Context: an optimization exercise on an open-source flow, tuned for small area, a short achievable clock period and few clock cycles. The choices shown serve that exercise and are no tape-out recipe. At most, simulation tests tie the RTL to the original design; equivalence was not proved. Only the layout flow was run in run 2; the RTL was not checked for function there.

## flow/design.v (module list and top-level ports; edited modules follow where they fit)
// module geofence: 1451 lines
// module geofence_fa: 6 lines
module geofence (clk, reset, X, Y, valid, is_inside);
  // ...
==> flow/run.sh <==
#!/bin/bash
# synth_recipe.tcl (not shown) runs the flow's synth.tcl, then flattens the netlist and writes it again
# the make line also repeats each setting of config.mk as NAME=value (left out here)
make -C /OpenROAD-flow-scripts/flow DESIGN_CONFIG=/design/flow/config.mk WORK_HOME=/design/flow/orfs CLKGATE_MAP_FILE= SYNTH_SCRIPT=/design/flow/synth_recipe.tcl finish
==> flow/config.mk <==
export PLATFORM = sky130hd
export DESIGN_NAME = geofence
export DESIGN_NICKNAME = geofence
export VERILOG_FILES = /design/flow/design.v
export SDC_FILE = /design/flow/constraint.sdc
export NUM_CORES = 4
export LEC_CHECK = 0
export CAP_MARGIN = 20
export CORE_MARGIN = 2
export CORE_UTILIZATION = 60
export PLACE_DENSITY_LB_ADDON = 0.2
export SETUP_SLACK_MARGIN = 5
export SLEW_MARGIN = 20
export SYNTH_HIERARCHICAL = 1
export SYNTH_MINIMUM_KEEP_SIZE = 0
export TNS_END_PERCENT = 0
==> flow/constraint.sdc <==
create_clock -name core_clock -period 10.0 [get_ports {clk}]
set_input_delay 2.0000 -clock core_clock [delete_from_list [all_inputs] [get_ports {clk}]]
set_output_delay 2.0000 -clock core_clock [all_outputs]
set_load 0.01 [all_outputs]
==> impl_metrics.py, run 1 <==
metrics = {
    "outcome": {
        "status": "timing/DRC/antenna clean",
    },
    "die": {
        "die_height_um": 159,
        "io_pins": 24,
        "core_area_um2": 23500,
    },
    "detailed_routing": {
        "drtAntennaViolNets": 0,
        "wl_met1_um": 13000,
        "route.met2.wl_um": 17500,
    },
    "layout": {
        "fin_util_pct": 67.3,
        "nFillCells": 1826,
        "dominant_cells": "multi-input combinational cells",
        "seq_area_um2": 2600,
    },
    "clocking": {
        "cts_buffer_depth": 2,
        "clockRootBuffer": "clkbuf_16",
        "holdBufCountCts": 0,
        "htreeDepth": 3,
        "cts_resized": 29,
    },
    "setup_path": {
        "cp-startpoint": "aym[5]",
        "regToRegSetupSlack_ps": 4200,
        "end_kind": "flop",
        "cp-endpoint": "bym[9]",
        "max_stage_delay_ps": 690,
        "cp.depth": 17,
        "cp_num_buf_inv": 2,
    },
    "hold_path": {
        "whs_path_depth": 1,
    },
    "grt": {
        "grt_use_met2_pct": 49.7,
        "gr-max-usage-layer": "met2",
    },
    "synth": {
        "synth.ff_latch_count": 94,
        "netlist_area_um2": 14500,
        "synthXorXnorAreaFrac_pct": 2.53,
        "synth_most_common_cell": "nand2_1",
    },
    "sta": {
        "finalCritPeriodShare_pct": 58.0,
        "tightest_slew_ps": 932,
        "finalClockSkew_ps": 8.78,
    },
    "placed_design": {
        "placed_cells": 1705,
        "routabilityCongestion": 0.877,
        "hpwl_um": 25100,
    },
}
Testbench counts, summed over its fixed seeds: cycles 21,600.
==> inputs of run 2 (changes only) <==
--- a/flow/design.v
+++ b/flow/design.v
@@ -1,23 +1,24 @@
 module geofence (clk, reset, X, Y, valid, is_inside);
 input clk;
 input reset;
 input [9:0] X;
 input [9:0] Y;
 output reg valid;
-output reg is_inside;
+output is_inside;
 reg [3:0] ph;
 reg [9:0] rx, ry;                  
 reg vxs, vys;                      
 reg [9:0] vxm, vym;                
 reg axs, ays, bxs, bys;            
 reg [9:0] axm, aym, bxm, bym;
 reg deg;                           
 reg ins;                           
+assign is_inside = ins;            
 wire [10:0] dx = {1'b0, X} - {1'b0, rx};
 wire [10:0] dy = {1'b0, Y} - {1'b0, ry};
 wire [9:0] dxm = (dx[9:0] ^ {10{dx[10]}}) + {9'd0, dx[10]};
 wire [9:0] dym = (dy[9:0] ^ {10{dy[10]}}) + {9'd0, dy[10]};
 wire vxz = ~|vxm;
 wire vyz = ~|vym;
 wire vz = vxz & vyz;               
 wire a1 = axs ^ vys, a2 = ays ^ vxs;
@@ -1440,18 +1441,16 @@
     if (first | new_a) begin
         axs <= vxs; ays <= vys; axm <= vxm; aym <= vym;
     end
     if (first | new_b) begin
         bxs <= vxs; bys <= vys; bxm <= vxm; bym <= vym;
     end
     deg <= first | (deg & ~new_a & ~new_b);
     ins <= ins_nx;
-    if (ph == 4'd7)
-        is_inside <= ins_nx;
 end
 endmodule
 module geofence_fa (a, b, c, s, co);
 input a, b, c;
 output s, co;
 assign s = a ^ b ^ c;
 assign co = (a & b) | (a & c) | (b & c);
 endmodule
==> flow/config.mk (replaced) <==
export PLATFORM = sky130hd
export DESIGN_NAME = geofence
export DESIGN_NICKNAME = geofence
export VERILOG_FILES = /design/flow/design.v
export SDC_FILE = /design/flow/constraint.sdc
export NUM_CORES = 4
export LEC_CHECK = 0
export CAP_MARGIN = 20
export CORE_MARGIN = 2
export CORE_UTILIZATION = 60
export SETUP_SLACK_MARGIN = 5
export SLEW_MARGIN = 20
export SYNTH_HIERARCHICAL = 1
export SYNTH_MINIMUM_KEEP_SIZE = 0
export TNS_END_PERCENT = 0
==> run 2 against run 1 <==
Compared with the run above:
- via count shrank 0.80%
- synthesized area shrank 0.19%
- synthesized cell count grew 0.70%
- global-route usage shrank 0.10 points
- maximum frequency shrank 3.0%
- cell area grew 2.0%
- sequential share of layout area shrank 0.54 points
- first-iteration DRC count shrank 13%
- setup slack lost 180 ps
- critical path type unchanged
- critical endpoint is now aym[5]
- highest routed layer unchanged
==> impl_metrics.py, run 2 <==
metrics = {
    "outcome": {
        "status": "timing/DRC/antenna clean",
    },
    "hold_path": {
        "whs_path_depth": 1,
        "hold_class": "reg -> reg",
        "min_to": "ph[0]",
        "min-delay-start": "ph[0]",
    },
    "die": {
        "rows": 56,
        "dieArea_um2": 25300,
        "die_height_um": 159,
        "die_w_um": 159,
        "core_area_um2": 23500,
        "io_pins": 24,
        "start_util_pct": 61.3,
    },
    "layout": {
        "nFillCells": 1853,
        "multi_input_area_um2": 11200,
        "drive_gt1_share_pct": 12.2,
        "nets": 1922,
        "area_growth_pct": 12.0,
        "fin_util_pct": 68.6,
        "mostFrequentLayoutCells": "nand2_1 (394), fa_1 (310), inv_1 (158)",
        "seq_area_um2": 2570,
        "antenna_cells": 0,
        "layout_commonest_cell": "nand2_1",
    },
    "detailed_routing": {
        "vias": 10600,
        "wl_per_cell_um": 19.4,
        "drtAntennaViolNets": 0,
        "dr.pass1.iters": 5,
        "totalWireLength_um": 35500,
        "via_per_inst": 5.77,
        "first_iter_violations": 830,
        "drc": 0,
    },
    "sta": {
        "tightest_slew_ps": 1150,
        "finalClockSkew_ps": 10.6,
        "slew_headroom_pct": 23.1,
        "finalCritPeriodShare_pct": 59.8,
        "drv_slew": 0,
        "hold_viol_final": 0,
        "rsz0062_at_grt": "yes",
        "setup_tns_ps": 0,
        "min_period_ps": 5980,
        "setup_viol_count_final": 0,
        "max_freq_mhz": 167,
    },
    "placed_design": {
        "routabilityCongestion": 0.831,
        "hpwl_um": 25100,
        "port-buffer-count": 23,
    },
    "grt": {
        "antenna_found_initial": 0,
        "grt_max_degree": 24,
        "grt_pass1_vias": 11400,
        "grtUsageTotal_pct": 29.6,
        "grt-ovfl-total": 0,
        "grt_pass1_wl_um": 58200,
    },
    "clocking": {
        "cts_tree": "built",
        "htreeDepth": 3,
        "cts_buffers": 9,
        "cts_num_sinks": 93,
        "path_clk_slew_ps": 70,
        "clockRootBuffer": "clkbuf_16",
        "clk_latency_ps": 340,
        "holdBufCountCts": 0,
        "cts_buffer_depth": 2,
    },
    "setup_path": {
        "critPathMostFrequentCell": "fa_1",
        "reg2reg_from": "vxm[6]",
        "worstPathRequired_ps": 10050,
        "reg2regPathDepth": 16,
        "worstPathArrival_ps": 6020,
        "cp-start-kind": "flop",
        "worstPathMaxFanout": 23,
        "critPathTopFamily": "adder cells",
        "cp_num_buf_inv": 1,
        "max_stage_delay_ps": 570,
        "crit_chain": "nand2_1, fa_1, fa_1, fa_1, fa_1, fa_1, fa_1, o22ai_1, nor3_2, nand2_1, or4_1, a32o_2, mux2i_4, a211oi_4, buf_6, a21o_4",
        "slowest_stage": "dfxtp_4",
        "regToRegSetupSlack_ps": 4020,
        "end_kind": "flop",
        "rr_endpoint": "aym[5]",
        "path_class": "reg -> reg",
    },
    "synth": {
        "synth_top_area_share_pct": 45.0,
        "synth_edf_count": 64,
        "synth_cell_types": 66,
        "syn_area_per_cell_um2": 9.97,
        "synth_ff_type": "edfxtp_1",
        "synth_common_cells": "nand2_1 (397), fa_1 (324), inv_1 (159)",
        "yosysTopAreaCell": "fa_1",
        "yosysWarnings": 7,
        "synth_area_leaders": "fa_1 (45%), edfxtp_1 (13%), nand2_1 (10%), ha_1 (6.0%), inv_1 (4.1%)",
        "synth.ff_latch_count": 93,
        "ys_seq_area_share_pct": 17.5,
        "netlist_area_um2": 14400,
        "syn-num-nets": 1861,
        "synthCells": 1446,
        "synth_most_common_cell": "nand2_1",
        "async_flop_share_pct": 5.38,
    },
    "run": {
        "cap_viol_max_count": 0,
    },
}
[run 2: logic make-up (layout without fill, tap and decap cells)]
kind of cell / count (synthesis) / after routing / share of synthesized area (%)
AND/OR/NAND/NOR: 541 / 541 / 15.9
adder cells (fa/ha/maj): 397 / 397 / 51.2
buffers and inverters: 242 / 302 / 6.32
AO/OA/AOI/OAI: 134 / 140 / 6.61
flip-flops: 93 / 93 / 17.5
XOR/XNOR: 35 / 35 / 2.13
multiplexers: 4 / 4 / 0.278
[run 2: routing by layer]
| layer | vias to the layer above | global-route usage (%) | share of wire (%) |
|---|---|---|---|
| li1 | 4686 | - | - |
| met1 | 5347 | 39.0 | 39 |
| met2 | 448 | 50.2 | 50 |
| met3 | 76 | 4.71 | 7.4 |
| met4 | 0 | 10.6 | 3.3 |
| met5 | - | 0 | 0 |
[run 2: layout make-up]
cell class,instances,share of cell area (%)
multi-input cells,1117,69.3
inverters,160,3.72
flip-flops and latches,93,15.9
well taps,319,2.47
clock buffers,11,1.56
repair buffers,126,6.86
clock inverters,5,0.201
[run 2: worst max path at each step]
| stage | from | endpoint | slack, ps | cells after the start |
|---|---|---|---|---|
| after global routing | vym[7] | axm[6] | 3810 | 19 |
| after detailed placement | vym[6] | axm[7] | 3460 | 18 |
| after floorplan | vym[7] | axm[0] | 4280 | 18 |
| after global placement | vym[6] | axm[7] | 3610 | 16 |
| final | vxm[6] | aym[5] | 4020 | 16 |
| after CTS | axm[4] | axm[5] | 4110 | 18 |
[run 2: repair_timing]
item	4_1_cts	5_1_grt
pin swaps	17	0
cloned	6	0
setup buffers	88	5
endpoints found under the hold margin	0	0
resized for setup	54	1
setup endpoints to repair	54	55
[run 2: stage by stage]
step	instances	cell area, um2	hold WS, ps	setup slack, ps
final	1831	16200	492	4020
after global routing	1831	16200	515	3810
after CTS	1826	16100	491	4110
after detailed placement	1716	14900	483	3460
after global placement	1716	14900	475	3610
after floorplan	1446	14600	442	4280
[run 2: modules after synthesis, one instance, submodules excluded]
module | area [um2] | cells inside | flip-flops and latches
geofence | 7980 | 1124 | 93
geofence_fa | 20.0 | 1 | 0

-- afterwards: timing with drivers on the ports --
No port has a modelled driver above. Below, the same layouts with a new extraction and two added sets of constraints. Step 1, drivers: a clkbuf_16 drives clk and a buf_2 each remaining input, both assumed. Step 2 adds t to the input delays and takes it off the output delays; t is the mean of the earliest and latest rising clock arrival at the registers after step 1. Input paths then give back, and output paths get back, about the clock's delay inside the block. Three values: ideal, step 1, step 2; two values: the first two.
run | shift t [ns] | setup slack, ns | clock arrival spread, ns | pins driven straight from the clock port
run 1 | 0.387 | 4.202 / 4.202 / 4.155 | 0.009 / 0.009 | 1
run 2 | 0.381 | 4.022 / 4.022 / 4.022 | 0.011 / 0.011 | 1
After both steps every run listed still meets setup and hold. The setup slack of run 1, which loses most, moves by 0.000 ns with the drivers and by -0.047 ns with both steps.
